This design comes from an exercise in tuning for small area, a short achievable clock period and few clock cycles per item on the open sky130 flow, not from production work. RTL that was checked went through simulation tests only; none was proved equivalent to the original. Only the layout flow was run in run 8; the RTL was not checked for function there. No run shown here takes its clock network from TritonCTS; it comes from the design's own scripts or RTL. No driver is modelled on the clock port, so clock power and skew are understated where the tree is cut down; a real chip needs a root buffer or a tree. No activity file was given, so power comes from the tool's default toggle rates.

==> design/flow/design.v <==
`timescale 1ns / 1ps
module SquareRoot(outdata,checkflag,clk,rst,start,indata);
 input wire clk;
 input wire rst;
 input wire start;
 input wire [31:0] indata;
 output reg [15:0] outdata;    
 output reg checkflag;
 reg [13:0] h;       
 reg [15:0] r;       
 reg        neg;     
 reg        busy;
 reg [6:0]  j;       
 reg        late;    
 wire last = j[6] & ~j[5];       
 wire [15:0] m;
 assign m[1:0] = 2'b11;
 genvar k;
 generate
    for (k = 2; k <= 8; k = k + 1) begin : mlo
        assign m[k] = j[k-2] | late;
    end
    for (k = 9; k <= 14; k = k + 1) begin : mhi
        assign m[k] = late & ~j[k-9];
    end
 endgenerate
 assign m[15] = 1'b0;
 wire [17:0] sum = {r, h[13], outdata[15]} + {(outdata & m) ^ {16{~neg}}, 2'b11};
 function [4:0] first2;
    input [3:0] n;
    begin
    case (n)
    4'd0:  first2 = {2'd0, 3'd0};
    4'd1:  first2 = {2'd1, 3'd0};
    4'd2:  first2 = {2'd1, 3'd1};
    4'd3:  first2 = {2'd1, 3'd2};
    4'd4:  first2 = {2'd2, 3'd0};
    4'd5:  first2 = {2'd2, 3'd1};
    4'd6:  first2 = {2'd2, 3'd2};
    4'd7:  first2 = {2'd2, 3'd3};
    4'd8:  first2 = {2'd2, 3'd4};
    4'd9:  first2 = {2'd3, 3'd0};
    4'd10: first2 = {2'd3, 3'd1};
    4'd11: first2 = {2'd3, 3'd2};
    4'd12: first2 = {2'd3, 3'd3};
    4'd13: first2 = {2'd3, 3'd4};
    4'd14: first2 = {2'd3, 3'd5};
    default: first2 = {2'd3, 3'd6};
    endcase
    end
 endfunction
 wire [1:0] q0;
 wire [2:0] r0;
 assign {q0, r0} = first2(indata[31:28]);
 wire [13:0] hi_in, lo_in;
 generate
    for (k = 0; k < 14; k = k + 1) begin : split
        assign hi_in[k] = indata[2*k+1];
        assign lo_in[k] = indata[2*k];
    end
 endgenerate
 always @(posedge clk) begin
    if (!busy) begin
        h   <= hi_in;
        r   <= {13'd0, r0};
        neg <= 1'b0;
        j   <= 7'd0;
        late <= 1'b0;
    end else begin
        h   <= {h[12:0], 1'b0};
        r   <= sum[15:0];
        neg <= sum[17];
        j   <= {j[5:0], ~j[6]};
        late <= j[6] & (j[0] | j[5]);    
    end
 end
 wire sel_shift = busy;
 wire sel_load  = ~busy & start;
 wire sel_hold  = ~busy & ~start;
 always @(posedge clk)
    outdata <= ({16{sel_shift}} & {outdata[14:0], ~sum[17]})
             | ({16{sel_load}}  & {lo_in, q0})
             | ({16{sel_hold}}  & outdata);
 always @(posedge clk) begin
    if (rst) begin
        busy      <= 1'b0;
        checkflag <= 1'b0;
    end else if (start & !busy) begin
        busy      <= 1'b1;
        checkflag <= 1'b0;
    end else if (busy & last) begin
        busy      <= 1'b0;
        checkflag <= 1'b1;
    end
 end
endmodule
==> design/flow/flow/run.sh <==
#!/bin/bash
set -euo pipefail
MARGIN=$(cat flow/margin.txt)
export PRE_CTS_TCL="$PWD/flow/pre_cts.tcl"
bash standard.sh "SYNTH_SCRIPT=$PWD/flow/synth.tcl" \
  "BUFFER_PORTS_ARGS=-buffer_cell sky130_fd_sc_hd__buf_1" \
  "SETUP_SLACK_MARGIN=$MARGIN" "PRE_CTS_TCL=$PRE_CTS_TCL" finish > standard.log 2>&1
==> design/flow/flow/abc.script <==
strash
dch -f
map -a
topo
stime -c
buffer -c
upsize -c
dnsize -c
==> design/flow/flow/margin.txt <==
6.3
==> design/flow/flow/pre_cts.tcl <==
# Sourced by ORFS's cts.tcl (PRE_CTS_TCL) just before clock_tree_synthesis.
# The design is small, so instead of TritonCTS's tree (a root buffer, eight
# leaf buffers and dummy loads) the clock port drives NBUF buffers directly,
# each driving the registers of one vertical stripe of the core: sinks are
# sorted by x and split evenly, and each buffer sits at its sinks' centroid.
# Every register sees one buffer between the port and its clock pin.
set ::manual_cts_nbuf 2
set ::manual_cts_cell sky130_fd_sc_hd__clkbuf_16

proc manual_cts {nbuf cb} {
  set block [ord::get_db_block]
  set clknet [$block findNet clk]
  set master [[ord::get_db] findMaster $cb]
  set sinks {}
  foreach iterm [$clknet getITerms] {
    set bb [[$iterm getInst] getBBox]
    lappend sinks [list [expr {([$bb xMin] + [$bb xMax]) / 2}] \
      [expr {([$bb yMin] + [$bb yMax]) / 2}] $iterm]
  }
  set sinks [lsort -integer -index 0 $sinks]
  set n [llength $sinks]
  puts "manual_cts: $n sinks, $nbuf x $cb"
  for {set k 0} {$k < $nbuf} {incr k} {
    set lo [expr {$k * $n / $nbuf}]
    set hi [expr {($k + 1) * $n / $nbuf - 1}]
    set buf [odb::dbInst_create $block $master clkbuf_${k}_clk]
    set net [odb::dbNet_create $block clknet_${k}_clk]
    $net setSigType CLOCK
    set sx 0
    set sy 0
    set m 0
    foreach s [lrange $sinks $lo $hi] {
      lassign $s x y iterm
      incr sx $x
      incr sy $y
      incr m
      $iterm disconnect
      $iterm connect $net
    }
    [$buf findITerm A] connect $clknet
    [$buf findITerm X] connect $net
    $buf setLocation [expr {$sx / $m}] [expr {$sy / $m}]
    $buf setPlacementStatus PLACED
  }
  set_propagated_clock [all_clocks]
}

rename clock_tree_synthesis tritoncts_clock_tree_synthesis
proc clock_tree_synthesis {args} {
  manual_cts $::manual_cts_nbuf $::manual_cts_cell
}
==> design/flow/flow/synth.tcl <==
# The standard synthesis (synth_recipe.tcl, which keeps the registers and
# their names), with ABC given flow/abc.script instead of ORFS's script.
set ::own_abc_script [file join [file dirname [file normalize [info script]]] abc.script]
proc abc {args} {
  set i [lsearch -exact $args -script]
  if {$i >= 0} { lset args [expr {$i + 1}] $::own_abc_script }
  yosys abc {*}$args
}
source [file join [file dirname [file dirname [file normalize [info script]]]] synth_recipe.tcl]
==> design/flow/standard.sh <==
#!/bin/bash
# synth_recipe.tcl (not shown) runs the flow's synth.tcl, then flattens the netlist and writes it again
# the make line also repeats each setting of config.mk as NAME=value (left out here)
make -C /OpenROAD-flow-scripts/flow DESIGN_CONFIG=/design/flow/config.mk WORK_HOME=/design/flow/orfs CLKGATE_MAP_FILE= SYNTH_SCRIPT=/design/flow/synth_recipe.tcl "${@:-finish}"
==> design/flow/config.mk <==
export PLATFORM = sky130hd
export DESIGN_NAME = SquareRoot
export DESIGN_NICKNAME = SquareRoot
export VERILOG_FILES = /design/flow/design.v
export SDC_FILE = /design/flow/constraint.sdc
export NUM_CORES = 4
export LEC_CHECK = 0
export ABC_AREA = 1
export CAP_MARGIN = 20
export CORE_MARGIN = 2
export CORE_UTILIZATION = 55
export SETUP_SLACK_MARGIN = 5
export SLEW_MARGIN = 20
==> design/flow/constraint.sdc <==
create_clock -name core_clock -period 8.5 [get_ports {clk}]
set_input_delay 1.7000 -clock core_clock [delete_from_list [all_inputs] [get_ports {clk}]]
set_output_delay 1.7000 -clock core_clock [all_outputs]
set_load 0.01 [all_outputs]
==> results of run 1 <==
==> sequential cells by signal (all words and copies together), names as in the netlist <==
signal and flops:
checkflag 1, neg 1, busy 1, r 16
outdata 16, h 14, j 7, late 1
==> worst min-delay path by stage <==
stage | startpoint | slack (ns) | to | depth (start not counted)
finish | h[4]$_DFF_P_ | 0.43 | h[5]$_DFF_P_ | 2
global route | j[6]$_SDFF_PN0_ | 0.47 | j[0]$_SDFF_PN0_ | 1
CTS | h[7]$_DFF_P_ | 0.44 | h[8]$_DFF_P_ | 2
detailed placement | h[4]$_DFF_P_ | 0.41 | h[5]$_DFF_P_ | 2
global placement | h[8]$_DFF_P_ | 0.41 | h[9]$_DFF_P_ | 2
floorplan | h[9]$_DFF_P_ | 0.40 | h[10]$_DFF_P_ | 2
==> cells by family after synthesis <==
family | count (synthesis) | share of synthesized area
AO/OA/AOI/OAI | 86 | 0.190
AND/OR/NAND/NOR | 127 | 0.185
adder cells (fa/ha/maj) | 20 | 0.0901
buffers and inverters | 44 | 0.0617
flip-flops | 57 | 0.411
XOR/XNOR | 20 | 0.0631
==> cell usage after synthesis <==
cell / number / area (um^2)
buf_4: 1 / 7.51
xor2_1: 18 / 158
ha_1: 20 / 250
o21ai_0: 25 / 125
buf_2: 2 / 10.0
o21ai_1: 2 / 10.0
nand3_1: 8 / 40.0
a21oi_2: 2 / 17.5
a211oi_1: 1 / 7.51
o21ai_2: 1 / 8.76
dfxtp_1: 57 / 1140
clkbuf_1: 8 / 30.0
o2111ai_2: 1 / 15.0
xnor2_1: 2 / 17.5
o31ai_1: 1 / 7.51
o221ai_1: 2 / 17.5
a22oi_1: 14 / 105
buf_1: 1 / 3.75
inv_2: 4 / 15.0
nor2_1: 27 / 101
a21oi_1: 30 / 150
o211ai_1: 1 / 7.51
nor3_2: 2 / 20.0
nand3_2: 1 / 10.0
nand2_1: 83 / 312
nor3_1: 6 / 30.0
inv_1: 28 / 105
o211ai_2: 1 / 12.5
o31ai_2: 1 / 12.5
o21a_1: 4 / 30.0
==> metal layers <==
layer	GRT usage	up-vias	wire length [um]
li1	-	1340	-
met2	0.458	59	3640
met1	0.298	1187	3010
met4	0.0317	0	78
met3	0.0281	10	294
met5	0	-	0
==> layout make-up <==
type	instances	area, um^2	share of cell area
multi-input combinational	253	1660	0.436
sequential	57	1180	0.310
timing repair buffer	89	687	0.181
inverter	32	148	0.0388
tap	67	83.8	0.0220
buffer	2	50.0	0.0132
==> tightest hold or removal path: cells and delay by family, from the launching register on <==
| family | cells | cell delay, ns |
|---|---|---|
| simple gates | 2 | 0.09 |
| flops | 1 | 0.32 |
==> repair_timing <==
item / 4_1_cts / 5_1_grt
gates resized for setup: 81 / 33
hold endpoints to repair: 0 / 0
setup buffers: 27 / 9
endpoints found under the setup margin: 50 / 37
pin swaps: 7 / 18
==> stage by stage <==
stage | hold WS (ns) | setup slack, ns
after global placement | 0.405 | 5.81
final | 0.434 | 6.02
after CTS | 0.440 | 6.15
after detailed placement | 0.415 | 5.76
after floorplan | 0.403 | 6.21
after global routing | 0.469 | 5.89
==> power by group through the flow <==
stage / clock [mW] / combinational [mW] / sequential [mW]
final: 0.112 / 0.702 / 0.351
after global routing: 0.123 / 0.773 / 0.355
after CTS: 0.115 / 0.616 / 0.350
after detailed placement: 0 / 0.503 / 0.364
after global placement: 0 / 0.494 / 0.363
after floorplan: 0 / 0.415 / 0.353
==> flow_summary.json, run 1 <==
{
  "status": "finished clean",
  "syn_to_final_growth_pct": 36.9,
  "synth_cells": 354,
  "dpl.cell_count": 462,
  "layout_commonest_cell": "nand2_1",
  "synth_nets": 409,
  "wl_um": 7020,
  "critical_path.max_fanout": 3,
  "slew_viol_final": 0,
  "setup_viol": 0,
  "nets": 490,
  "worstSetupPathType": "reg -> out",
  "cp_cell_sequence": "buf_4 > buf_6",
  "grt_pass1_vias": 2456,
  "internal_power_mw": 0.678,
  "initial_core_util": 0.580,
  "critical_path.max_stage_delay_ns": 0.37,
  "fp.dieH_um": 75.1,
  "rr_worst_depth": 17,
  "clkTransAtPathRegs_ns": 0.10,
  "switching_share": 0.418,
  "combPwrFrac": 0.603,
  "synth_seq_cells": 57,
  "regToRegStartpoint": "outdata[2]$_DFF_P_",
  "cp-startpoint": "outdata[2]$_DFF_P_",
  "place.gp.congestion": 0.880,
  "path_depth": 2,
  "ios": 52,
  "maxCapViolCount": 0,
  "core_um2": 4790,
  "required_ns": 6.80,
  "crit_path_end_kind": "primary output",
  "r2r-end": "outdata[0]$_DFF_P_",
  "drt_iter0_markers": 127,
  "std_cell_rows": 25,
  "diodes": 0,
  "rrSetupSlack_ns": 6.05,
  "dp_hpwl_um": 4540,
  "num_vias": 2596,
  "final_core_util": 0.795,
  "cp_slowest_cell": "dfxtp_4",
  "critPathBufInv": 2,
  "min_path_type": "reg -> reg",
  "powerDensity_nw_per_um2": 307,
  "drtPass1Iterations": 4,
  "final_layout_size_suffix_gt1_frac": 0.305,
  "grt_pass1_wl_um": 10900,
  "maxSlewHeadroom": 0.560,
  "place_area_um2": 3120,
  "startpoint_type": "flop",
  "cp-endpoint": "outdata[2]",
  "drc_errors": 0,
  "p_seq_frac": 0.301,
  "design_area_um2": 3800,
  "fillCellCount": 355,
  "antenna_found_initial": 0,
  "tightestPinTransition_ns": 0.660,
  "grt_start_max_net_pins": 41,
  "synth.yosys.seq_area_share": 0.411,
  "power_mw": 1.17,
  "avgSynthCellArea_um2": 7.85,
  "crit_family": "flip-flops",
  "power_switching_mw": 0.487,
  "stdcell_count": 500,
  "die_x_um": 75.1,
  "finalCritPeriodShare": 0.292,
  "max_freq_ghz": 0.403,
  "rsz0062_at_grt": "yes",
  "wire_per_inst_um": 14.0,
  "setup_tns_ns": 0,
  "die-area_um2": 5630,
  "layout_common_cells": "79 x nand2_1, 38 x dfxtp_1, 32 x buf_4",
  "peakVddDrop_uv": 179,
  "arrival_ns": 0.78,
  "syn_area_um2": 2780,
  "clock_latency_ns": 0.17,
  "hold_viol_final": 0,
  "clockPowerShare": 0.096,
  "grt-ovfl-total": 0,
  "port_buffers": 51,
  "hold_buffers": 0,
  "yosysUniqueCellTypes": 30,
  "detail-route-antenna-nets": 0,
  "avgViaCountPerCell": 5.19,
  "grt_usage": 0.241,
  "p_leak_nw": 1.70,
  "skew_ns": 0.0164,
  "yosys_warnings": 1,
  "min_period_ns": 2.48
}
Testbench counts, summed over its fixed seeds: cycles 30,720, ops 2,048.
==> inputs of run 2 (changes only) <==
==> design/flow/flow/margin.txt (replaced) <==
6.2
==> run 2 against run 1 <==
Synthesized cell count unchanged. Sequential share of layout area up 1.3 points. Critical path type unchanged. Still clean. Wire length down 5.3%. Power down 3.7%.
==> flow_summary.json, run 2 <==
{
  "status": "finished clean",
  "grt_pass1_wl_um": 10900,
  "multi_input_area_um2": 1560,
  "grt_pass1_vias": 2460,
  "synth_top_area_share": 0.411,
  "setup_viol": 0,
  "critical_path.max_fanout": 2,
  "clkTransAtPathRegs_ns": 0.12,
  "reg_top3": "outdata: 16 flops, r: 16 flops, h: 14 flops",
  "skew_ns": 0.0176,
  "std_cell_rows": 25,
  "grt_start_max_net_pins": 41,
  "startpoint_type": "flop",
  "ios": 52,
  "syn_to_final_growth_pct": 31.0,
  "max_freq_ghz": 0.409,
  "min_path_cells": 2,
  "final_core_util": 0.761,
  "synth_top_area_cell": "dfxtp_1",
  "peakVddDrop_uv": 162,
  "initial_core_util": 0.580,
  "maxSlewHeadroom": 0.713,
  "seqCellArea_um2": 1170,
  "wl_um": 6650,
  "setup_tns_ns": 0,
  "hold_viol_final": 0,
  "drc_errors": 0,
  "tightestPinTransition_ns": 0.431,
  "synth_cells": 354,
  "fillCellCount": 366,
  "final_layout_size_suffix_gt1_frac": 0.245,
  "antenna_found_initial": 0,
  "power_mw": 1.12,
  "yosys_warnings": 1,
  "die_x_um": 75.1,
  "layout_commonest_cell": "nand2_1",
  "rrSetupSlack_ns": 6.18,
  "avgSynthCellArea_um2": 7.85,
  "grt_usage": 0.240,
  "synth_nets": 409,
  "core_um2": 4790,
  "rr_worst_depth": 15,
  "p_leak_nw": 1.65,
  "synth_edf_count": 0,
  "min_to": "h[11]$_DFF_P_",
  "nets": 482,
  "powerDensity_nw_per_um2": 309,
  "synth_flop_cell": "dfxtp_1",
  "r2r-end": "r[12]$_SDFF_PN0_",
  "rsz0062_at_grt": "yes",
  "detail-route-antenna-nets": 0,
  "synth_common_cells": "83 x nand2_1, 57 x dfxtp_1, 30 x a21oi_1",
  "synth.yosys.seq_area_share": 0.411,
  "diodes": 0,
  "crit_path_end_kind": "primary output",
  "wire_per_inst_um": 13.5,
  "dp_hpwl_um": 4470,
  "finalCritPeriodShare": 0.288,
  "min_period_ns": 2.45,
  "syn_area_um2": 2780,
  "synthTopCellsByArea": "dfxtp_1 41%, nand2_1 11%, ha_1 9.0%, xor2_1 5.7%, a21oi_1 5.4%",
  "clock_latency_ns": 0.18,
  "regToRegStartpoint": "outdata[0]$_DFF_P_",
  "maxCapViolCount": 0,
  "slew_viol_final": 0,
  "synth_seq_cells": 57,
  "min_path_type": "reg -> reg",
  "fp.dieH_um": 75.1,
  "grt-ovfl-total": 0,
  "layout_common_cells": "82 x nand2_1, 37 x dfxtp_1, 29 x buf_1",
  "synth.most_common_cell": "nand2_1",
  "yosysUniqueCellTypes": 30,
  "min_from": "h[10]$_DFF_P_",
  "arrival_ns": 0.75,
  "drtPass1Iterations": 4,
  "drt_iter0_markers": 160,
  "die-area_um2": 5630,
  "async_flop_share": 0,
  "port_buffers": 51,
  "worstSetupPathType": "reg -> out",
  "place.gp.congestion": 0.880,
  "required_ns": 6.80,
  "num_vias": 2552,
  "avgViaCountPerCell": 5.19
}
## run 2: changes by cell type in the layout (fill, tap and decap cells not counted), sizes merged
cell	delta
buf	-8
## run 2: per-stage QoR
step           hold WS, ns  instance area, um^2  instances  setup WS, ns
2_1_floorplan        0.403                 2820        354          6.20
6_report             0.413                 3640        492          6.05
5_1_grt              0.451                 3640        492          6.01
3_5_place_dp         0.409                 3040        461          5.76
4_1_cts              0.422                 3460        485          6.15
3_3_place_gp         0.405                 3040        461          5.82
## run 2: cell type report
type,count,share of cell area
Buffer,2,0.0138
Tap cell,67,0.0230
Multi-Input combinational cell,253,0.430
Timing Repair Buffer,81,0.173
Sequential cell,57,0.322
Inverter,32,0.0378
## run 2: cell families (layout without fill, tap and decap cells)
kind of cell / count (synthesis) / after routing / synth area share
compound gates: 86 / 86 / 0.190
xor+xnor: 20 / 20 / 0.0631
fa+ha+maj: 20 / 20 / 0.0901
buf+inv: 44 / 115 / 0.0617
flops: 57 / 57 / 0.411
simple gates: 127 / 127 / 0.185
## run 2: what timing repair did
item,CTS,global route
hold buffers,0,0
gates cloned,0,0
endpoints found under the setup margin,48,36
setup buffers,22,6
pin swaps,4,16
gates resized for setup,67,28
endpoints found under the hold margin,0,0
## run 2: how the worst max path moves through the flow
stage                            start                   to  slack, ns  cells after the start
floorplan                   indata[28]         r[1]$_DFF_P_       6.20                      5
global placement                 start  outdata[15]$_DFF_P_       5.82                      4
detailed placement      neg$_SDFF_PN0_     r[15]$_SDFF_PN0_       5.76                     11
CTS                 outdata[2]$_DFF_P_           outdata[2]       6.15                      1
global route        outdata[0]$_DFF_P_     r[14]$_SDFF_PN0_       6.01                     15
finish              outdata[0]$_DFF_P_           outdata[0]       6.05                      2
## run 2: where the power goes
| part | switching, mW | internal [mW] |
|---|---|---|
| Clock | 0.0682 | 0.0437 |
| Sequential | 0.0317 | 0.323 |
| Combinational | 0.370 | 0.287 |
## run 2: layer usage
layer,GRT usage,wire length [um],up-vias,part of all wire
met5,0,0,-,0
met4,0.0258,55,0,0.0083
met3,0.0174,257,5,0.039
met2,0.413,3170,51,0.48
met1,0.341,3170,1177,0.48
li1,-,-,1319,-
## run 2: worst max-delay path, stage by stage, from the launching register on
cell and delay, ns:
dfxtp_2 0.35, buf_6 0.11, buf_6 0.11
==> inputs of run 3 (changes only) <==
==> design/flow/flow/margin.txt (replaced) <==
6.0
==> run 3 against run 2 <==
Cell count down 4.1%. Area after synthesis stayed put. Clock skew decreased by 0.0064 ns. Critical path type unchanged. Maximum frequency fell by 0.94%. Sequential share of layout area up 4.0 points. Via count fell by 6.8%.
==> flow_summary.json, run 3 <==
{
  "status": "finished clean",
  "wire_per_inst_um": 12.3,
  "switching_share": 0.424,
  "arrival_ns": 0.77,
  "avgSynthCellArea_um2": 7.85,
  "multi_input_area_um2": 1480,
  "hold_viol_final": 0,
  "synth_edf_count": 0,
  "p_seq_frac": 0.356,
  "async_flop_share": 0,
  "num_vias": 2378,
  "final_core_util": 0.663,
  "synth_top_area_cell": "dfxtp_1",
  "internal_power_mw": 0.568,
  "layout_commonest_cell": "nand2_1",
  "max_freq_ghz": 0.405,
  "avgViaCountPerCell": 5.04,
  "syn_to_final_growth_pct": 14.2,
  "grt-ovfl-total": 0,
  "port_buffers": 51,
  "hold_buffers": 0,
  "ios": 52,
  "fillCellCount": 460,
  "detail-route-antenna-nets": 0,
  "crit_family": "flip-flops",
  "layout_common_cells": "82 x nand2_1, 53 x dfxtp_1, 49 x buf_1",
  "critPathBufInv": 1,
  "seqCellArea_um2": 1150,
  "synth_common_cells": "83 x nand2_1, 57 x dfxtp_1, 30 x a21oi_1",
  "peakVddDrop_uv": 222,
  "synth_seq_cells": 57,
  "synthTopCellsByArea": "dfxtp_1 41%, nand2_1 11%, ha_1 9.0%, xor2_1 5.7%, a21oi_1 5.4%",
  "reg_top3": "outdata: 16 flops, r: 16 flops, h: 14 flops",
  "min_path_type": "reg -> reg",
  "clkTransAtPathRegs_ns": 0.11,
  "clockPowerShare": 0.112,
  "initial_core_util": 0.580,
  "synth.yosys.seq_area_share": 0.411,
  "core_um2": 4790,
  "fp.dieH_um": 75.1,
  "die_x_um": 75.1,
  "clock_latency_ns": 0.17,
  "wl_um": 5780,
  "antenna_found_initial": 0,
  "yosysUniqueCellTypes": 30,
  "worstSetupPathType": "reg -> out",
  "critical_path.max_stage_delay_ns": 0.43,
  "nets": 462,
  "grt_start_max_net_pins": 40,
  "grt_pass1_wl_um": 9350,
  "p_leak_nw": 1.42,
  "tightestPinTransition_ns": 0.409,
  "synth_nets": 409,
  "rsz0062_at_grt": "yes",
  "synth_top_area_share": 0.411,
  "combPwrFrac": 0.533,
  "setup_tns_ns": 0,
  "synth.most_common_cell": "nand2_1",
  "std_cell_rows": 25,
  "finalCritPeriodShare": 0.291,
  "syn_area_um2": 2780,
  "critical_path.max_fanout": 4,
  "required_ns": 6.80,
  "cp_slowest_cell": "dfxtp_1",
  "synth_cells": 354,
  "grt_pass1_vias": 2045,
  "grt_usage": 0.206,
  "dp_hpwl_um": 4290,
  "drtPass1Iterations": 5,
  "startpoint_type": "flop",
  "maxCapViolCount": 0,
  "diodes": 0,
  "place.gp.congestion": 0.923,
  "drt_iter0_markers": 115,
  "rrSetupSlack_ns": 6.17,
  "yosys_warnings": 1,
  "cp_cell_sequence": "buf_1",
  "skew_ns": 0.0112,
  "final_layout_size_suffix_gt1_frac": 0.0914,
  "die-area_um2": 5630,
  "min_period_ns": 2.47,
  "power_switching_mw": 0.418,
  "setup_viol": 0,
  "crit_path_end_kind": "primary output",
  "powerDensity_nw_per_um2": 311,
  "synth_flop_cell": "dfxtp_1",
  "slew_viol_final": 0,
  "drc_errors": 0,
  "maxSlewHeadroom": 0.727
}
-- run 3: cell count changes in the layout (fill, tap and decap cells not counted), moves of 3 or more --
cell,before,now
o21ai_1,6,3
o21ai_0,19,23
buf_1,29,49
buf_6,21,0
dfxtp_1,37,53
dfxtp_2,17,2
buf_4,23,9
-- run 3: logic make-up after synthesis --
family                   synth area share
adder cells (fa/ha/maj)            0.0901
AO/OA/AOI/OAI                       0.190
AND/OR/NAND/NOR                     0.185
XOR/XNOR                           0.0631
buffers and inverters              0.0617
flip-flops                          0.411
-- run 3: final timing paths --
| check | startpoint | endpoint | cells past startpoint |
|---|---|---|---|
| worst max register to register | late$_SDFF_PN0_ | r[15]$_SDFF_PN0_ | 12 |
| worst max-delay path | outdata[2]$_DFF_P_ | outdata[2] | 1 |
| worst min-delay path | h[10]$_DFF_P_ | h[11]$_DFF_P_ | 2 |
| worst min register to register | h[10]$_DFF_P_ | h[11]$_DFF_P_ | 2 |
-- run 3: what timing repair did --
| action | 4_1_cts | 5_1_grt |
|---|---|---|
| endpoints found under the setup margin | 25 | 23 |
| resized for setup | 3 | 14 |
| pin swaps | 0 | 3 |
| buffers inserted | 0 | 8 |
-- run 3: routing by layer --
layer,vias to the layer above,part of all wire,track usage
li1,1276,-,-
met2,50,0.43,0.335
met5,-,0,0
met3,2,0.032,0.0107
met4,0,0.0050,0.00794
met1,1050,0.53,0.317
-- run 3: stage by stage --
step / setup WS [ns] / total power [mW] / area (um^2) / cells / hold slack [ns]
after global routing: 5.99 / 1.07 / 3170 / 472 / 0.459
after CTS: 6.00 / 0.964 / 3070 / 464 / 0.426
final: 6.03 / 0.986 / 3170 / 472 / 0.428
after global placement: 5.62 / 0.848 / 3020 / 462 / 0.405
after detailed placement: 5.60 / 0.854 / 3020 / 462 / 0.412
after floorplan: 6.07 / 0.757 / 2780 / 354 / 0.403
-- run 3: layout make-up --
| type | count | area share |
|---|---|---|
| buffer | 2 | 0.0158 |
| inverter | 32 | 0.0390 |
| multi-input combinational | 253 | 0.467 |
| sequential | 57 | 0.363 |
| tap | 67 | 0.0264 |
| timing repair buffer | 61 | 0.0887 |
-- run 3: power by group through the flow --
stage	Clock [mW]	Sequential [mW]	Combinational [mW]
2_1_floorplan	0	0.352	0.405
3_3_place_gp	0	0.363	0.486
3_5_place_dp	0	0.362	0.491
4_1_cts	0.113	0.357	0.494
5_1_grt	0.121	0.357	0.593
6_report	0.110	0.351	0.525
==> inputs of run 4 (changes only) <==
==> design/flow/flow/abc.script (replaced) <==
strash
dch -f
map -a
strash
dch -f
map -a
topo
stime -c
buffer -c
upsize -c
dnsize -c
==> design/flow/flow/margin.txt (replaced) <==
6.1
==> run 4 against run 3 <==
Highest routed layer unchanged. Still clean. Register-to-register slack worse by 0.09 ns. Die area down 0.81%. Wire length up 4.7%.
==> flow_summary.json, run 4 <==
{
  "status": "finished clean",
  "initial_core_util": 0.575,
  "diodes": 0,
  "syn_area_um2": 2750,
  "hold_buffers": 0,
  "finalCritPeriodShare": 0.285,
  "peakVddDrop_uv": 194,
  "design_area_um2": 3300,
  "ios": 52,
  "antenna_found_initial": 0,
  "setup_viol": 0,
  "stdcell_count": 465,
  "wl_um": 6050,
  "synth_cells": 341,
  "grt_pass1_vias": 2250,
  "grt_pass1_wl_um": 9890,
  "port_buffers": 51,
  "wire_per_inst_um": 13.0,
  "yosys_warnings": 1,
  "final_core_util": 0.690,
  "place_area_um2": 2980,
  "place.gp.congestion": 0.833,
  "synth_nets": 396,
  "p_leak_nw": 1.52,
  "synth_top_area_share": 0.414,
  "layout_commonest_cell": "nand2_1",
  "power_mw": 1.03,
  "critical_path.max_fanout": 4,
  "detail-route-antenna-nets": 0,
  "internal_power_mw": 0.606,
  "synth_top_area_cell": "dfxtp_1",
  "maxSlewHeadroom": 0.597,
  "clockPowerShare": 0.110,
  "grt_start_max_net_pins": 37,
  "maxCapViolCount": 0,
  "max_freq_ghz": 0.413,
  "combPwrFrac": 0.541,
  "skew_ns": 0.0179,
  "avgSynthCellArea_um2": 8.08,
  "avgViaCountPerCell": 5.12,
  "crit_path_end_kind": "flop",
  "slew_viol_final": 0,
  "std_cell_rows": 25,
  "layout_common_cells": "76 x nand2_1, 39 x dfxtp_1, 31 x buf_1",
  "drt_iter0_markers": 128,
  "min_path_type": "reg -> reg",
  "startpoint_type": "flop",
  "die-area_um2": 5590,
  "fin_ws_ns": 6.08,
  "dp_hpwl_um": 4340,
  "synth_edf_count": 0,
  "synth.most_common_cell": "nand2_1",
  "fillCellCount": 448,
  "p_seq_frac": 0.350,
  "reg_top3": "outdata: 16 flops, r: 16 flops, h: 14 flops",
  "synth_common_cells": "76 x nand2_1, 57 x dfxtp_1, 31 x inv_1",
  "syn_to_final_growth_pct": 20.0,
  "hold_viol_final": 0,
  "worstSetupPathType": "reg -> reg",
  "yosysUniqueCellTypes": 32,
  "dp_slack_ns": 5.48,
  "grt_usage": 0.219,
  "clock_latency_ns": 0.17,
  "required_ns": 8.58,
  "core_um2": 4790,
  "tightestPinTransition_ns": 0.604,
  "num_vias": 2379,
  "powerDensity_nw_per_um2": 311,
  "drtPass1Iterations": 4,
  "arrival_ns": 2.50,
  "dpl.cell_count": 448,
  "whs_ns": 0.427,
  "switching_share": 0.412,
  "nets": 455,
  "final_layout_size_suffix_gt1_frac": 0.204,
  "clkTransAtPathRegs_ns": 0.11,
  "die_x_um": 74.8,
  "synthTopCellsByArea": "dfxtp_1 41%, nand2_1 10%, ha_1 9.1%, a21oi_1 5.1%, o21ai_0 4.9%",
  "grt-ovfl-total": 0,
  "async_flop_share": 0,
  "setup_tns_ns": 0,
  "fp.dieH_um": 74.8,
  "synth_seq_cells": 57,
  "synth_flop_cell": "dfxtp_1",
  "synth.yosys.seq_area_share": 0.414,
  "drc_errors": 0,
  "power_switching_mw": 0.423,
  "rsz0062_at_grt": "yes",
  "min_period_ns": 2.42
}
-- run 4: layout make-up --
| cell class | count | area [um^2] | area share |
|---|---|---|---|
| Multi-Input combinational cell | 239 | 1500 | 0.454 |
| Sequential cell | 57 | 1180 | 0.358 |
| Timing Repair Buffer | 67 | 362 | 0.109 |
| Inverter | 33 | 124 | 0.0375 |
| Tap cell | 67 | 83.8 | 0.0254 |
| Buffer | 2 | 50.0 | 0.0151 |
-- run 4: path summary, 6_finish.rpt --
check	startpoint	endpoint	slack (ns)	cells past startpoint
max	neg$_SDFF_PN0_	outdata[0]$_DFF_P_	6.08	17
min	h[0]$_SDFF_PP0_	h[1]$_DFF_P_	0.43	2
max reg2reg	neg$_SDFF_PN0_	outdata[0]$_DFF_P_	6.08	17
min reg2reg	h[0]$_SDFF_PP0_	h[1]$_DFF_P_	0.43	2
-- run 4: kinds of logic after synthesis --
kind of cell	Yosys count	synth area share
buf+inv	45	0.0654
xor+xnor	17	0.0541
compound gates	84	0.200
fa+ha+maj	20	0.0909
flops	57	0.414
simple gates	118	0.175
-- run 4: power groups by stage --
stage               sequential (mW)  clock (mW)  combinational (mW)
floorplan                     0.354           0               0.393
global placement              0.367           0               0.454
detailed placement            0.368           0               0.467
CTS                           0.359       0.114               0.492
global route                  0.365       0.123               0.620
finish                        0.360       0.113               0.557
-- run 4: timing repair --
action	CTS	global route
setup buffers	4	11
hold endpoints to repair	0	0
setup endpoints to repair	45	38
gates resized for setup	38	37
pin swaps	2	7
-- run 4: routing by layer --
metal | routed length, um | track usage | vias to the layer above
met5 | 0 | 0 | -
met1 | 2910 | 0.311 | 1086
met2 | 2890 | 0.382 | 42
met3 | 214 | 0.0147 | 4
li1 | - | - | 1247
met4 | 37 | 0.0179 | 0
-- run 4: critical path, cell delays in order (launching register included) --
cell and delay (ns):
dfxtp_4 0.37, xnor2_1 0.16, ha_1 0.26, o21ai_1 0.09, nand2_1 0.08, nand2_1 0.07, inv_2 0.05, nor2_4 0.09
o21bai_4 0.07, a221oi_4 0.32, o31ai_4 0.14, nand3_2 0.10, nand2_2 0.06, nand2_1 0.07, nand3_2 0.06, xor2_1 0.16
a22oi_2 0.12, nand2_1 0.06
==> inputs of run 5 (changes only) <==
==> design/flow/flow/abc.script (replaced) <==
strash
dch -f
map -a
topo
stime -c
buffer -c
upsize -c
dnsize -c
==> run 5 against run 4 <==
Final area decreased by 0.72%. Combinational power decreased by 0.9%. Die area rose by 0.82%. Clock power hardly changed. Critical path depth down 16. Sequential power decreased by 2%. Via count rose by 0.92%. Synthesized cell count grew 3.8%. Worst hold slack got worse by 0.0058 ns. Area after synthesis grew 0.86%. Critical path type is now reg -> out. Largest cell class unchanged.
==> flow_summary.json, run 5 <==
{
  "status": "finished clean",
  "synthTopCellsByArea": "dfxtp_1 41%, nand2_1 11%, ha_1 9.0%, xor2_1 5.7%, a21oi_1 5.4%",
  "rsz0062_at_grt": "yes",
  "rr_worst_depth": 11,
  "arrival_ns": 0.67,
  "min_period_ns": 2.37,
  "async_flop_share": 0,
  "r2r-end": "outdata[0]$_DFF_P_",
  "wire_per_inst_um": 12.2,
  "synth_nets": 409,
  "std_cell_rows": 25,
  "port_buffers": 51,
  "drc_errors": 0,
  "cp_slowest_cell": "dfxtp_2",
  "peakVddDrop_uv": 182,
  "skew_ns": 0.0144,
  "startpoint_type": "flop",
  "final_layout_size_suffix_gt1_frac": 0.192,
  "grt_start_max_net_pins": 33,
  "layout_common_cells": "82 x nand2_1, 39 x dfxtp_1, 31 x buf_1",
  "wl_um": 5840,
  "crit_path_end_kind": "primary output",
  "fp.dieH_um": 75.1,
  "yosysUniqueCellTypes": 30,
  "synth_top_area_cell": "dfxtp_1",
  "powerDensity_nw_per_um2": 310,
  "maxSlewHeadroom": 0.429,
  "place.gp.congestion": 0.831,
  "critical_path.max_stage_delay_ns": 0.38,
  "syn_to_final_growth_pct": 18.1,
  "wl_met3_um": 192,
  "maxCapViolCount": 0,
  "initial_core_util": 0.580,
  "max_freq_ghz": 0.421,
  "synth_common_cells": "83 x nand2_1, 57 x dfxtp_1, 30 x a21oi_1",
  "min_from": "h[10]$_DFF_P_",
  "synth_cells": 354,
  "hold_viol_final": 0,
  "detail-route-antenna-nets": 0,
  "cp_cell_sequence": "clkbuf_2",
  "regToRegStartpoint": "neg$_SDFF_PN0_",
  "min_path_cells": 2,
  "die-area_um2": 5630,
  "tightestPinTransition_ns": 0.856,
  "clkTransAtPathRegs_ns": 0.11,
  "synth_top_area_share": 0.411,
  "hold_buffers": 0,
  "slew_viol_final": 0,
  "synth_edf_count": 0,
  "die_x_um": 75.1,
  "synth.most_common_cell": "nand2_1",
  "reg_top3": "outdata: 16 flops, r: 16 flops, h: 14 flops",
  "critPathBufInv": 1,
  "power_mw": 1.02,
  "top_layer": "met4",
  "wl_met1_um": 2970,
  "synth_flop_cell": "dfxtp_1",
  "p_leak_nw": 1.51,
  "rrSetupSlack_ns": 6.18,
  "crit_family": "flip-flops",
  "path_depth": 1,
  "drtPass1Iterations": 4,
  "min_to": "h[11]$_DFF_P_",
  "avgSynthCellArea_um2": 7.85,
  "clock_latency_ns": 0.17,
  "core_um2": 4790,
  "num_vias": 2401,
  "grt_pass1_vias": 2181,
  "ios": 52,
  "yosys_warnings": 1,
  "synth_seq_cells": 57,
  "required_ns": 6.80,
  "setup_tns_ns": 0,
  "antenna_found_initial": 0,
  "worstSetupPathType": "reg -> out",
  "drt_iter0_markers": 112,
  "dp_hpwl_um": 4330,
  "avgViaCountPerCell": 5.02,
  "layout_commonest_cell": "nand2_1",
  "synth.yosys.seq_area_share": 0.411,
  "nets": 468,
  "critical_path.max_fanout": 4,
  "min_path_type": "reg -> reg",
  "grt_usage": 0.213,
  "dr_wl_met2_um": 2650,
  "whs_ns": 0.421,
  "syn_area_um2": 2780,
  "diodes": 0,
  "grt-ovfl-total": 0,
  "grt_pass1_wl_um": 9730,
  "setup_viol": 0,
  "finalCritPeriodShare": 0.279
}
[run 5: cell count changes in the layout (fill, tap and decap cells not counted), moves of 2 or more]
cell / before / now
a21oi_2: 1 / 6
buf_6: 4 / 1
clkbuf_2: 8 / 11
dfxtp_2: 10 / 13
dfxtp_4: 8 / 5
nand2_1: 76 / 82
nor2_1: 21 / 26
nor2_4: 4 / 1
nor3_1: 3 / 6
nor3_2: 0 / 2
o21a_1: 1 / 4
o31ai_4: 2 / 0
xor2_1: 15 / 18
[run 5: worst max-delay path by stage]
stage          slack [ns]               start             endpoint
2_1_floorplan        6.10          indata[28]         r[1]$_DFF_P_
3_3_place_gp         5.64               start  outdata[15]$_DFF_P_
3_5_place_dp         5.58               start  outdata[15]$_DFF_P_
4_1_cts              6.09      neg$_SDFF_PN0_     r[14]$_SDFF_PN0_
5_1_grt              6.01  outdata[0]$_DFF_P_     r[14]$_SDFF_PN0_
6_report             6.13  outdata[4]$_DFF_P_           outdata[4]
[run 5: layer usage]
layer  vias up  global-route usage
met2        44               0.344
met1      1059               0.325
met3         2              0.0147
met4         0              0.0159
met5         -                   0
li1       1296                   -
[run 5: cell families (layout without fill, tap and decap cells)]
group,count (synthesis),count (layout),share of synthesized area
compound gates,86,86,0.190
fa+ha+maj,20,20,0.0901
flops,57,57,0.411
xor+xnor,20,20,0.0631
simple gates,127,127,0.185
buf+inv,44,101,0.0617
[run 5: report_power, final]
part,internal (mW),leakage (nW),switching [mW]
Clock,0.0437,0.0246,0.0670
Combinational,0.224,1.00,0.328
Sequential,0.323,0.480,0.0311
[run 5: final cells by class]
type,instances,area [um^2]
Timing Repair Buffer,67,340
Tap cell,67,83.8
Multi-Input combinational cell,253,1510
Inverter,32,124
Fill cell,450,1510
Sequential cell,57,1180
Buffer,2,50.0
[run 5: stage by stage]
step / util / setup WS [ns] / cell area [um^2] / std cells
2_1_floorplan: - / 6.10 / 2780 / 354
3_3_place_gp: 0.630 / 5.64 / 3020 / 462
3_5_place_dp: 0.630 / 5.58 / 3020 / 462
4_1_cts: 0.656 / 6.09 / 3140 / 467
5_1_grt: 0.685 / 6.01 / 3280 / 478
6_report: 0.685 / 6.13 / 3280 / 478
[run 5: repair_timing]
action / 4_1_cts / 5_1_grt
gates resized for setup: 32 / 27
pin swaps: 0 / 2
setup buffers: 3 / 11
setup endpoints to repair: 43 / 37
gates cloned: 0 / 0
==> inputs of run 6 (changes only) <==
--- a/design/flow/config.mk
+++ b/design/flow/config.mk
@@ -8,6 +8,6 @@
 export ABC_AREA = 1
 export CAP_MARGIN = 20
 export CORE_MARGIN = 2
-export CORE_UTILIZATION = 55
+export CORE_UTILIZATION = 45
 export SETUP_SLACK_MARGIN = 5
 export SLEW_MARGIN = 20
==> run 6 against run 5 <==
Register-to-register slack hardly changed. Maximum frequency is 1.1% lower. Combinational power hardly changed. Synthesized cell count stayed put. Largest power group unchanged. Clock power hardly changed. Die area is 21% higher. Power is 0.72% higher.
==> flow_summary.json, run 6 <==
{
  "syn_area_um2": 2780,
  "yosys_warnings": 1,
  "drc_errors": 0,
  "critical_path.max_fanout": 4,
  "grt_start_max_net_pins": 42,
  "finalCritPeriodShare": 0.282,
  "clock_latency_ns": 0.18,
  "min_period_ns": 2.40,
  "rr_worst_depth": 11,
  "peakVddDrop_uv": 192,
  "worstSetupPathType": "reg -> out",
  "crit_path_end_kind": "primary output",
  "synth_seq_cells": 57,
  "clkTransAtPathRegs_ns": 0.12,
  "num_vias": 2426,
  "ios": 52,
  "std_cell_rows": 28,
  "r2r-end": "outdata[0]$_DFF_P_",
  "power_mw": 1.02,
  "final_core_util": 0.569,
  "synth_common_cells": "83 x nand2_1, 57 x dfxtp_1, 30 x a21oi_1",
  "min_from": "h[10]$_DFF_P_",
  "grt_pass1_wl_um": 10000,
  "crit_family": "flip-flops",
  "drt_iter0_markers": 76,
  "die-area_um2": 6820,
  "p_leak_nw": 1.53,
  "synth_flop_cell": "dfxtp_1",
  "rrSetupSlack_ns": 6.19,
  "dp_hpwl_um": 4400,
  "avgSynthCellArea_um2": 7.85,
  "final_layout_size_suffix_gt1_frac": 0.207,
  "grt_usage": 0.183,
  "synth_mux_area_frac": 0,
  "synth.yosys.seq_area_share": 0.411,
  "synth-xor-area-share": 0.0631,
  "detail-route-antenna-nets": 0,
  "tightestPinTransition_ns": 0.437,
  "reg_top3": "outdata: 16 flops, r: 16 flops, h: 14 flops",
  "rsz0062_at_grt": "yes",
  "synth_compound_area_frac": 0.190,
  "arrival_ns": 0.70,
  "grt-ovfl-total": 0,
  "required_ns": 6.80,
  "dp_slack_ns": 5.52,
  "maxSlewHeadroom": 0.709,
  "slew_viol_final": 0,
  "dpl.cell_count": 470,
  "synthAdderAreaFrac": 0.0901,
  "cp_slowest_cell": "dfxtp_2",
  "synth_top_family_by_area": "compound AO/OA/AOI/OAI gates",
  "fp.dieH_um": 82.6,
  "startpoint_type": "flop",
  "antenna_found_initial": 0,
  "diodes": 0,
  "nets": 472,
  "synth_top_area_cell": "dfxtp_1",
  "synth_nets": 409,
  "cp_cell_sequence": "buf_2",
  "async_flop_share": 0,
  "core_um2": 5960,
  "maxCapViolCount": 0,
  "setup_viol": 0,
  "drtPass1Iterations": 4,
  "max_freq_ghz": 0.417,
  "critPathBufInv": 1,
  "synth.most_common_cell": "nand2_1",
  "port_buffers": 51,
  "synth_top_area_share": 0.411,
  "die_x_um": 82.6,
  "synth_cells": 354,
  "wire_per_inst_um": 12.6,
  "synth_edf_count": 0,
  "status": "finished clean",
  "powerDensity_nw_per_um2": 302,
  "layout_common_cells": "82 x nand2_1, 38 x dfxtp_1, 32 x buf_1",
  "min_path_cells": 2,
  "skew_ns": 0.0184,
  "min_path_type": "reg -> reg",
  "synthTopCellsByArea": "dfxtp_1 41%, nand2_1 11%, ha_1 9.0%, xor2_1 5.7%, a21oi_1 5.4%",
  "initial_core_util": 0.466,
  "min_to": "h[11]$_DFF_P_",
  "layout_commonest_cell": "nand2_1",
  "yosys.area_share.simple": 0.185,
  "hold_viol_final": 0,
  "stdcell_count": 490,
  "setup_tns_ns": 0,
  "wl_um": 6180,
  "place.gp.congestion": 0.805,
  "regToRegStartpoint": "neg$_SDFF_PN0_",
  "avgViaCountPerCell": 4.95,
  "fin_ws_ns": 6.10,
  "syn_to_final_growth_pct": 22.0,
  "yosysUniqueCellTypes": 30,
  "critical_path.max_stage_delay_ns": 0.39,
  "grt_pass1_vias": 2202
}
==> run 6: how the worst max path moves through the flow <==
stage / from / to / cells past startpoint
after detailed placement: start / outdata[15]$_DFF_P_ / 4
after global placement: start / outdata[15]$_DFF_P_ / 4
after CTS: outdata[10]$_DFF_P_ / outdata[10] / 1
after floorplan: indata[28] / r[1]$_DFF_P_ / 5
final: outdata[0]$_DFF_P_ / outdata[0] / 1
after global routing: outdata[2]$_DFF_P_ / outdata[0]$_DFF_P_ / 16
==> run 6: per-layer routing <==
layer / global-route usage / routed length, um
met4: 0.00656 / 32
met2: 0.325 / 2780
met3: 0.00978 / 197
met1: 0.259 / 3170
met5: 0 / 0
==> run 6: power by group <==
| group | total, mW | internal [mW] | switching (mW) |
|---|---|---|---|
| clock network | 0.114 | 0.0438 | 0.0703 |
| logic | 0.555 | 0.225 | 0.330 |
| registers | 0.354 | 0.323 | 0.0314 |
==> run 6: cell type report <==
type / count / area [um^2]
sequential: 57 / 1180
tap: 75 / 93.8
inverter: 32 / 126
fill: 585 / 2570
multi-input combinational: 253 / 1530
timing repair inverter: 1 / 7.51
timing repair buffer: 70 / 403
buffer: 2 / 50.0
==> run 6: timing repair <==
item	in CTS	in global routing
setup buffers	1	16
pin swaps	2	10
gates cloned	1	0
hold endpoints to repair	0	0
hold buffers	0	0
resized for setup	44	33
setup endpoints to repair	43	33
==> run 6: cells by family (layout without fill, tap and decap cells) <==
family          count (synthesis)  after routing
compound gates                 86             86
xor+xnor                       20             20
fa+ha+maj                      20             20
buf+inv                        44            105
flops                          57             57
simple gates                  127            127
==> run 6: through the flow <==
stage | cell area, um^2 | hold slack [ns]
2_1_floorplan | 2780 | 0.403
3_3_place_gp | 3030 | 0.407
3_5_place_dp | 3030 | 0.414
4_1_cts | 3160 | 0.432
5_1_grt | 3390 | 0.444
6_report | 3390 | 0.420
==> inputs of run 7 (changes only) <==
--- a/design/flow/config.mk
+++ b/design/flow/config.mk
@@ -8,6 +8,6 @@
 export ABC_AREA = 1
 export CAP_MARGIN = 20
 export CORE_MARGIN = 2
-export CORE_UTILIZATION = 45
+export CORE_UTILIZATION = 50
 export SETUP_SLACK_MARGIN = 5
 export SLEW_MARGIN = 20
==> run 7 against run 6 <==
Still clean on timing, DRC and antenna. Critical path depth rose by 16. First-iteration DRC count rose by 24%. Sequential share of layout area rose by 0.59 points. Setup slack got worse by 0.055 ns. Sequential power barely moved. Clock power barely moved. Critical path type is now reg -> reg.
==> flow_summary.json, run 7 <==
{
  "clock_latency_ns": 0.17,
  "layout_commonest_cell": "nand2_1",
  "tightestPinTransition_ns": 0.424,
  "multi_input_area_um2": 1540,
  "required_ns": 8.62,
  "grt_pass1_vias": 2218,
  "powerDensity_nw_per_um2": 312,
  "clkTransAtPathRegs_ns": 0.11,
  "combPwrFrac": 0.555,
  "seqCellArea_um2": 1180,
  "internal_power_mw": 0.595,
  "power_switching_mw": 0.445,
  "startpoint_type": "flop",
  "layout_common_cells": "81 x nand2_1, 37 x dfxtp_1, 30 x buf_1",
  "crit_path_end_kind": "flop",
  "die_x_um": 78.5,
  "p_seq_frac": 0.338,
  "place.gp.congestion": 0.813,
  "finalCritPeriodShare": 0.289,
  "synth_nets": 409,
  "hold_viol_final": 0,
  "synth.most_common_cell": "nand2_1",
  "wire_per_inst_um": 12.9,
  "maxCapViolCount": 0,
  "status": "finished clean",
  "drc_errors": 0,
  "avgViaCountPerCell": 5.00,
  "synthTopCellsByArea": "dfxtp_1 41%, nand2_1 11%, ha_1 9.0%, xor2_1 5.7%, a21oi_1 5.4%",
  "synth_edf_count": 0,
  "num_vias": 2417,
  "skew_ns": 0.0119,
  "stdcell_count": 483,
  "maxSlewHeadroom": 0.717,
  "design_area_um2": 3340,
  "antenna_found_initial": 0,
  "port_buffers": 51,
  "critPathBufInv": 4,
  "async_flop_share": 0,
  "synth_top_area_cell": "dfxtp_1",
  "critical_path.max_fanout": 5,
  "std_cell_rows": 27,
  "min_period_ns": 2.45,
  "peakVddDrop_uv": 186,
  "synth.yosys.seq_area_share": 0.411,
  "setup_viol": 0,
  "drtPass1Iterations": 4,
  "synth_common_cells": "83 x nand2_1, 57 x dfxtp_1, 30 x a21oi_1",
  "yosysUniqueCellTypes": 30,
  "worstSetupPathType": "reg -> reg",
  "yosys_warnings": 1,
  "wl_um": 6250,
  "synth_top_area_share": 0.411,
  "grt_usage": 0.197,
  "grt_pass1_wl_um": 10200,
  "crit_family": "simple AND/OR/NAND/NOR gates",
  "rsz0062_at_grt": "yes",
  "detail-route-antenna-nets": 0,
  "cp_cell_sequence": "o21ai_4 > xor2_1 > ha_2 > inv_2 > nor2_1 > inv_1 > nor3_2 > a21oi_2 > buf_4 > o211ai_2 > nand2_1 > inv_2 > nand3_2 > o2111ai_2 > xor2_1 > nand2_1 > nand3_1",
  "hold_buffers": 0,
  "synth_cells": 354,
  "p_leak_nw": 1.51,
  "slew_viol_final": 0,
  "diodes": 0,
  "fp.dieH_um": 78.5,
  "synth_seq_cells": 57,
  "synth_flop_cell": "dfxtp_1",
  "grt_start_max_net_pins": 41,
  "grt-ovfl-total": 0,
  "core_um2": 5440,
  "syn_area_um2": 2780,
  "min_path_type": "reg -> reg",
  "die-area_um2": 6170,
  "dpl.cell_count": 467,
  "critical_path.max_stage_delay_ns": 0.39,
  "dp_hpwl_um": 4460,
  "final_layout_size_suffix_gt1_frac": 0.209,
  "place_area_um2": 3020,
  "drt_iter0_markers": 94,
  "setup_tns_ns": 0,
  "max_freq_ghz": 0.407,
  "arrival_ns": 2.57,
  "syn_to_final_growth_pct": 20.1,
  "switching_share": 0.428,
  "avgSynthCellArea_um2": 7.85,
  "ios": 52,
  "cp_slowest_cell": "dfxtp_4",
  "reg_top3": "outdata: 16 flops, r: 16 flops, h: 14 flops",
  "initial_core_util": 0.511,
  "nets": 468,
  "clockPowerShare": 0.107,
  "fillCellCount": 526
}
==> run 7: cell counts after synthesis <==
Identical to the previous run, type by type.
==> run 7: tightest hold or removal path: stages, from the launching register on <==
cell and delay (ns):
dfxtp_1 0.32, nand2_1 0.04, nand2_1 0.06
==> run 7: worst paths after layout <==
path	end	cells after the start	slack (ns)	startpoint
max	outdata[0]$_DFF_P_	17	6.05	outdata[2]$_DFF_P_
max reg2reg	outdata[0]$_DFF_P_	17	6.05	outdata[2]$_DFF_P_
min	h[11]$_DFF_P_	2	0.43	h[10]$_DFF_P_
min reg2reg	h[11]$_DFF_P_	2	0.43	h[10]$_DFF_P_
==> run 7: metrics by stage <==
step,power (mW),hold WS (ns),utilization,setup slack (ns)
after global placement,0.853,0.406,0.556,5.61
after floorplan,0.757,0.403,-,6.10
after detailed placement,0.858,0.414,0.556,5.55
final,1.04,0.433,0.613,6.05
after global routing,1.14,0.462,0.613,5.92
after CTS,0.990,0.435,0.580,6.10
==> run 7: cell families (layout without fill, tap and decap cells) <==
| family | count (synthesis) | after routing | synth area share |
|---|---|---|---|
| buffers and inverters | 44 | 101 | 0.0617 |
| XOR/XNOR | 20 | 20 | 0.0631 |
| flip-flops | 57 | 57 | 0.411 |
| adder cells (fa/ha/maj) | 20 | 20 | 0.0901 |
| AO/OA/AOI/OAI | 86 | 86 | 0.190 |
| AND/OR/NAND/NOR | 127 | 127 | 0.185 |
==> run 7: cell type report <==
class,instances,share of cell area
flip-flops and latches,57,0.355
multi-input cells,253,0.461
inverters,32,0.0379
repair buffers,67,0.104
well taps,72,0.0270
plain buffers,2,0.0150
==> run 7: power by group through the flow <==
stage               clock network [mW]  registers (mW)  logic [mW]
finish                           0.111           0.352       0.578
global route                     0.124           0.358       0.658
CTS                              0.115           0.359       0.516
detailed placement                   0           0.363       0.496
global placement                     0           0.363       0.490
floorplan                            0           0.352       0.405
==> run 7: layer usage <==
layer	track usage	part of all wire	routed length, um
met1	0.292	0.51	3190
met2	0.332	0.45	2810
met3	0.0103	0.036	222
met4	0.0123	0.0048	30
met5	0	0	0
==> run 7: repair_timing <==
item                                    in CTS  in global routing
gates resized for setup                     34                 39
cloned                                       0                  0
pin swaps                                    0                 12
endpoints found under the setup margin      43                 36
buffers inserted                             4                 10
==> inputs of run 8 (changes only) <==
--- a/design/flow/design.v
+++ b/design/flow/design.v
@@ -11,7 +11,7 @@
  reg        neg;     
  reg        busy;
  reg [6:0]  j;       
- reg        late;    
+ wire late = j[6] & ~j[0];
  wire last = j[6] & ~j[5];       
  wire [15:0] m;
  assign m[1:0] = 2'b11;
@@ -65,13 +65,11 @@
         r   <= {13'd0, r0};
         neg <= 1'b0;
         j   <= 7'd0;
-        late <= 1'b0;
     end else begin
         h   <= {h[12:0], 1'b0};
         r   <= sum[15:0];
         neg <= sum[17];
         j   <= {j[5:0], ~j[6]};
-        late <= j[6] & (j[0] | j[5]);    
     end
  end
  wire sel_shift = busy;
--- a/design/flow/config.mk
+++ b/design/flow/config.mk
@@ -8,6 +8,6 @@
 export ABC_AREA = 1
 export CAP_MARGIN = 20
 export CORE_MARGIN = 2
-export CORE_UTILIZATION = 50
+export CORE_UTILIZATION = 55
 export SETUP_SLACK_MARGIN = 5
 export SLEW_MARGIN = 20
==> run 8 against run 7 <==
Critical path depth decreased by 16. Maximum frequency increased by 3.3%. Combinational power increased by 15%. Register-to-register slack improved by 0.12 ns. Sequential power increased by 2%. Core utilization increased by 11 points. Clock skew increased by 0.0019 ns. Final area increased by 5.1%.
==> flow_summary.json, run 8 <==
{
  "worstSetupPathType": "reg -> out",
  "grt_pass1_vias": 2236,
  "crit_family": "flip-flops",
  "arrival_ns": 0.67,
  "fillCellCount": 395,
  "synth_edf_count": 0,
  "port_buffers": 51,
  "critPathBufInv": 1,
  "seqCellArea_um2": 1160,
  "setup_viol": 0,
  "synthTopCellsByArea": "dfxtp_1 40%, nand2_1 11%, ha_1 9.0%, xor2_1 5.6%, a21oi_1 4.7%",
  "synth.yosys.seq_area_share": 0.401,
  "min_path_type": "reg -> reg",
  "grt_start_max_net_pins": 43,
  "synth_flop_cell": "dfxtp_1",
  "wire_per_inst_um": 13.5,
  "grt_pass1_wl_um": 10100,
  "synth_seq_cells": 56,
  "diodes": 0,
  "reg_top3": "outdata: 16 flops, r: 16 flops, h: 14 flops",
  "std_cell_rows": 25,
  "rrSetupSlack_ns": 6.17,
  "yosys_warnings": 1,
  "rsz0062_at_grt": "yes",
  "max_freq_ghz": 0.421,
  "async_flop_share": 0,
  "crit_path_end_kind": "primary output",
  "design_area_um2": 3510,
  "layout_common_cells": "79 x nand2_1, 37 x dfxtp_1, 31 x buf_1",
  "place_area_um2": 3030,
  "powerDensity_nw_per_um2": 323,
  "slew_viol_final": 0,
  "wl_um": 6540,
  "grt-ovfl-total": 0,
  "skew_ns": 0.0139,
  "fp.dieH_um": 75.3,
  "detail-route-antenna-nets": 0,
  "cp_slowest_cell": "dfxtp_2",
  "clkTransAtPathRegs_ns": 0.11,
  "num_vias": 2512,
  "synth_common_cells": "80 x nand2_1, 56 x dfxtp_1, 30 x inv_1",
  "cp_cell_sequence": "buf_2",
  "peakVddDrop_uv": 179,
  "dpl.cell_count": 460,
  "die-area_um2": 5670,
  "yosysUniqueCellTypes": 30,
  "synth_nets": 409,
  "nets": 475,
  "final_core_util": 0.728,
  "required_ns": 6.80,
  "maxSlewHeadroom": 0.317,
  "setup_tns_ns": 0,
  "p_leak_nw": 1.58,
  "syn_area_um2": 2800,
  "multi_input_area_um2": 1640,
  "drtPass1Iterations": 4,
  "avgViaCountPerCell": 5.18,
  "synth.most_common_cell": "nand2_1",
  "die_x_um": 75.3,
  "hold_viol_final": 0,
  "critical_path.max_stage_delay_ns": 0.37,
  "drt_iter0_markers": 134,
  "synth_cells": 354,
  "syn_to_final_growth_pct": 25.5,
  "synth_top_area_share": 0.401,
  "tightestPinTransition_ns": 1.02,
  "dp_hpwl_um": 4470,
  "startpoint_type": "flop",
  "drc_errors": 0,
  "synth_top_area_cell": "dfxtp_1",
  "place.gp.congestion": 0.867,
  "clock_latency_ns": 0.17,
  "antenna_found_initial": 0,
  "avgSynthCellArea_um2": 7.90,
  "layout_commonest_cell": "nand2_1",
  "grt_usage": 0.221,
  "status": "finished clean",
  "ios": 52,
  "critical_path.max_fanout": 3,
  "min_period_ns": 2.37,
  "maxCapViolCount": 0,
  "stdcell_count": 485,
  "finalCritPeriodShare": 0.279,
  "final_layout_size_suffix_gt1_frac": 0.289,
  "initial_core_util": 0.580,
  "core_um2": 4820
}
[run 8: cell count changes in the layout (fill, tap and decap cells not counted), moves of 4 or more]
| cell | change |
|---|---|
| nor2_1 | -5 |
| inv_2 | +5 |
| o21ai_1 | +5 |
| o21ai_0 | -5 |
| a22oi_2 | +8 |
| a21oi_1 | -7 |
| buf_4 | +4 |
| a22oi_1 | -8 |
[run 8: path summary, 6_finish.rpt]
kind / from / endpoint / cells past startpoint
worst max-delay path: outdata[14]$_DFF_P_ / outdata[14] / 1
worst min register to register: h[11]$_DFF_P_ / h[12]$_DFF_P_ / 2
worst max register to register: j[6]$_SDFF_PN0_ / outdata[0]$_DFF_P_ / 17
worst min-delay path: h[11]$_DFF_P_ / h[12]$_DFF_P_ / 2
[run 8: routing by layer]
metal,vias up,track usage,part of all wire
li1,1295,-,-
met1,1164,0.318,0.47
met2,51,0.381,0.49
met3,2,0.0185,0.035
met4,0,0.0156,0.0044
met5,-,0,0
[run 8: what timing repair did]
action,4_1_cts,5_1_grt
setup endpoints to repair,44,38
gates resized for setup,40,64
pin swaps,5,12
hold buffers,0,0
hold endpoints to repair,0,0
setup buffers,10,13
[run 8: through the flow]
stage                     hold slack [ns]  setup WS, ns  power [mW]
after floorplan                     0.403          6.10       0.791
after global placement              0.406          5.63       0.892
after detailed placement            0.410          5.56       0.901
after CTS                           0.436          6.08        1.04
after global routing                0.450          6.02        1.21
final                               0.427          6.13        1.13
[run 8: cells by family after synthesis]
family | count (synthesis) | share of synthesized area
and+or+nand+nor | 126 | 0.187
xor gates and xnor gates | 21 | 0.0685
DFF | 56 | 0.401
adders and majority gates | 20 | 0.0895
AOI/OAI and AO/OA | 83 | 0.188
buffers and inverters | 48 | 0.0654
[run 8: where the power goes]
group / switching [mW] / total (mW) / internal, mW
Sequential: 0.0393 / 0.358 / 0.319
Clock: 0.0669 / 0.111 / 0.0437
Combinational: 0.384 / 0.663 / 0.279
Total: 0.491 / 1.13 / 0.642
[run 8: layout make-up]
class	count	area share
multi-input combinational	250	0.467
sequential	56	0.332
timing repair buffer	75	0.123
inverter	35	0.0392
tap	67	0.0239
buffer	2	0.0143
==> inputs of run 9 (changes only) <==
--- a/design/flow/design.v
+++ b/design/flow/design.v
@@ -11,7 +11,7 @@
  reg        neg;     
  reg        busy;
  reg [6:0]  j;       
- wire late = j[6] & ~j[0];
+ reg        late;    
  wire last = j[6] & ~j[5];       
  wire [15:0] m;
  assign m[1:0] = 2'b11;
@@ -65,11 +65,13 @@
         r   <= {13'd0, r0};
         neg <= 1'b0;
         j   <= 7'd0;
+        late <= 1'b0;
     end else begin
         h   <= {h[12:0], 1'b0};
         r   <= sum[15:0];
         neg <= sum[17];
         j   <= {j[5:0], ~j[6]};
+        late <= j[6] & (j[0] | j[5]);    
     end
  end
  wire sel_shift = busy;
--- a/design/flow/flow/synth.tcl
+++ b/design/flow/flow/synth.tcl
@@ -4,6 +4,9 @@
 proc abc {args} {
   set i [lsearch -exact $args -script]
   if {$i >= 0} { lset args [expr {$i + 1}] $::own_abc_script }
+  # ORFS passes the SDC period (in ns) as -D, which ABC reads as ps
+  set i [lsearch -exact $args -D]
+  if {$i >= 0} { lset args [expr {$i + 1}] 2400 }
   yosys abc {*}$args
 }
 source [file join [file dirname [file dirname [file normalize [info script]]]] synth_recipe.tcl]
==> run 9 against run 8 <==
Still clean on timing, DRC and antenna. Cell count decreased by 1.4%. Combinational power shrank 17%. Synthesized cell count unchanged. Power decreased by 10%. Global-route usage down 0.83 points. Area after synthesis is 0.63% lower. Sequential share of layout area increased by 2.6 points. Maximum frequency is essentially flat. Setup slack improved by 0.0010 ns. First-iteration DRC count down 16%. Die area fell by 0.60%. Clock power about the same.
==> flow_summary.json, run 9 <==
{
  "detail-route-antenna-nets": 0,
  "setup_tns_ns": 0,
  "tightestPinTransition_ns": 0.856,
  "critical_path.max_stage_delay_ns": 0.38,
  "synth_cells": 354,
  "synth_top_area_cell": "dfxtp_1",
  "critPathBufInv": 1,
  "async_flop_share": 0,
  "drtPass1Iterations": 4,
  "crit_path_end_kind": "primary output",
  "multi_input_area_um2": 1510,
  "synth_seq_cells": 57,
  "hold_buffers": 0,
  "p_leak_nw": 1.51,
  "setup_viol": 0,
  "synth.yosys.seq_area_share": 0.411,
  "grt_pass1_wl_um": 9730,
  "core_um2": 4790,
  "reg_top3": "outdata: 16 flops, r: 16 flops, h: 14 flops",
  "synth_edf_count": 0,
  "seqCellArea_um2": 1180,
  "grt-ovfl-total": 0,
  "avgSynthCellArea_um2": 7.85,
  "slew_viol_final": 0,
  "worstSetupPathType": "reg -> out",
  "arrival_ns": 0.67,
  "yosysUniqueCellTypes": 30,
  "drt_iter0_markers": 112,
  "hold_viol_final": 0,
  "dp_hpwl_um": 4330,
  "clkTransAtPathRegs_ns": 0.11,
  "clock_latency_ns": 0.17,
  "grt_pass1_vias": 2181,
  "synthTopCellsByArea": "dfxtp_1 41%, nand2_1 11%, ha_1 9.0%, xor2_1 5.7%, a21oi_1 5.4%",
  "maxSlewHeadroom": 0.429,
  "die-area_um2": 5630,
  "status": "finished clean",
  "syn_to_final_growth_pct": 18.1,
  "cp_cell_sequence": "clkbuf_2",
  "final_layout_size_suffix_gt1_frac": 0.192,
  "fp.dieH_um": 75.1,
  "maxCapViolCount": 0,
  "antenna_found_initial": 0,
  "grt_start_max_net_pins": 33,
  "num_vias": 2401,
  "crit_family": "flip-flops",
  "startpoint_type": "flop",
  "grt_usage": 0.213,
  "rsz0062_at_grt": "yes",
  "wire_per_inst_um": 12.2,
  "wl_um": 5840,
  "synth_common_cells": "83 x nand2_1, 57 x dfxtp_1, 30 x a21oi_1",
  "synth_flop_cell": "dfxtp_1",
  "diodes": 0,
  "layout_common_cells": "82 x nand2_1, 39 x dfxtp_1, 31 x buf_1",
  "required_ns": 6.80,
  "critical_path.max_fanout": 4,
  "synth_nets": 409,
  "fillCellCount": 450,
  "max_freq_ghz": 0.421,
  "powerDensity_nw_per_um2": 310,
  "nets": 468,
  "avgViaCountPerCell": 5.02,
  "min_path_type": "reg -> reg",
  "yosys_warnings": 1,
  "place.gp.congestion": 0.831,
  "min_period_ns": 2.37,
  "die_x_um": 75.1,
  "drc_errors": 0,
  "synth.most_common_cell": "nand2_1",
  "peakVddDrop_uv": 182,
  "initial_core_util": 0.580,
  "cp_slowest_cell": "dfxtp_2",
  "port_buffers": 51,
  "final_core_util": 0.685,
  "ios": 52,
  "finalCritPeriodShare": 0.279,
  "skew_ns": 0.0144,
  "syn_area_um2": 2780,
  "synth_top_area_share": 0.411,
  "std_cell_rows": 25,
  "layout_commonest_cell": "nand2_1"
}
[run 9: changes by cell type in the layout (fill, tap and decap cells not counted), moves of 6 or more]
cell	before	now
a22oi_2	9	0
a21oi_1	19	26
buf_4	21	15
a22oi_1	5	14
[run 9: worst paths after layout]
path | startpoint | end | slack (ns) | cells past startpoint
max | outdata[4]$_DFF_P_ | outdata[4] | 6.13 | 1
max reg2reg | neg$_SDFF_PN0_ | outdata[0]$_DFF_P_ | 6.18 | 11
min reg2reg | h[10]$_DFF_P_ | h[11]$_DFF_P_ | 0.42 | 2
min | h[10]$_DFF_P_ | h[11]$_DFF_P_ | 0.42 | 2
[run 9: stage by stage]
stage               area [um^2]  hold WS, ns  total power, mW  std cells  setup slack [ns]
detailed placement         3020        0.412            0.857        462              5.58
CTS                        3140        0.419            0.977        467              6.09
floorplan                  2780        0.403            0.757        354              6.10
global route               3280        0.455             1.11        478              6.01
global placement           3020        0.408            0.849        462              5.64
finish                     3280        0.421             1.02        478              6.13
[run 9: layer usage]
metal / wire (um) / global-route usage / part of all wire
met4: 29 / 0.0159 / 0.0050
met5: 0 / 0 / 0
met3: 192 / 0.0147 / 0.033
met2: 2650 / 0.344 / 0.45
met1: 2970 / 0.325 / 0.51
[run 9: logic make-up (layout without fill, tap and decap cells)]
family,count (synthesis),in the layout,share of synthesized area
xor gates and xnor gates,20,20,0.0631
DFF,57,57,0.411
buffers and inverters,44,101,0.0617
AOI/OAI and AO/OA,86,86,0.190
adders and majority gates,20,20,0.0901
and+or+nand+nor,127,127,0.185
[run 9: cell type report]
class                           instances  area share
Buffer                                  2      0.0153
Inverter                               32      0.0378
Sequential cell                        57       0.359
Tap cell                               67      0.0256
Multi-Input combinational cell        253       0.459
Timing Repair Buffer                   67       0.104
[run 9: repair_timing]
| action | CTS | global route |
|---|---|---|
| setup buffers | 3 | 11 |
| resized for setup | 32 | 27 |
| pin swaps | 0 | 2 |
| setup endpoints to repair | 43 | 37 |
[run 9: where the power goes]
part	switching (mW)	internal (mW)	leakage, nW
clock	0.0670	0.0437	0.0246
sequential	0.0311	0.323	0.480
combinational	0.328	0.224	1.00
Testbench counts of run 9, summed over its fixed seeds: cycles 30,720, ops 2,048.

[re-timing with driven ports]
How much do the figures lean on ideal ports? The routed layouts below were timed once more, with nothing changed but the port constraints. Step 1 sets driving cells, clkbuf_16 on the clock port and buf_2 on the other inputs (assumed; they add their load-dependent delay and slew). Step 2 adds t to the input delays and takes it off the output delays; t is the mean of the earliest and latest rising clock arrival at the registers after step 1. Input paths then give back, and output paths get back, about the clock's delay inside the block. Three values: ideal ports, drivers, drivers and shift; two values: the first two.
run	t (ns)	slack for setup (ns)	latest minus earliest clock arrival (ns)	worst register clock-pin slew, ns	worst slew at a driven data input, ns
run 1	0.210	6.018 / 5.972 / 5.988	0.017 / 0.017	0.11 / 0.11	0.06
run 2	0.215	6.052 / 6.004 / 6.013	0.019 / 0.019	0.12 / 0.12	0.06
run 3	0.209	6.029 / 5.982 / 5.887	0.011 / 0.012	0.11 / 0.11	0.04
run 4	0.213	6.079 / 6.072 / 5.932	0.018 / 0.018	0.12 / 0.12	0.04
run 5	0.210	6.126 / 6.079 / 5.954	0.015 / 0.015	0.11 / 0.11	0.04
run 6	0.214	6.101 / 6.054 / 5.950	0.018 / 0.018	0.12 / 0.12	0.05
run 7	0.210	6.046 / 6.046 / 5.916	0.012 / 0.012	0.11 / 0.11	0.04
run 8	0.210	6.125 / 6.080 / 5.948	0.014 / 0.014	0.11 / 0.11	0.04
run 9	0.210	6.126 / 6.079 / 5.954	0.015 / 0.015	0.11 / 0.11	0.04
After both steps setup and hold are still met in every run listed. The setup slack of run 8, which loses most, moves by -0.045 ns with the drivers and by -0.177 ns with both steps.
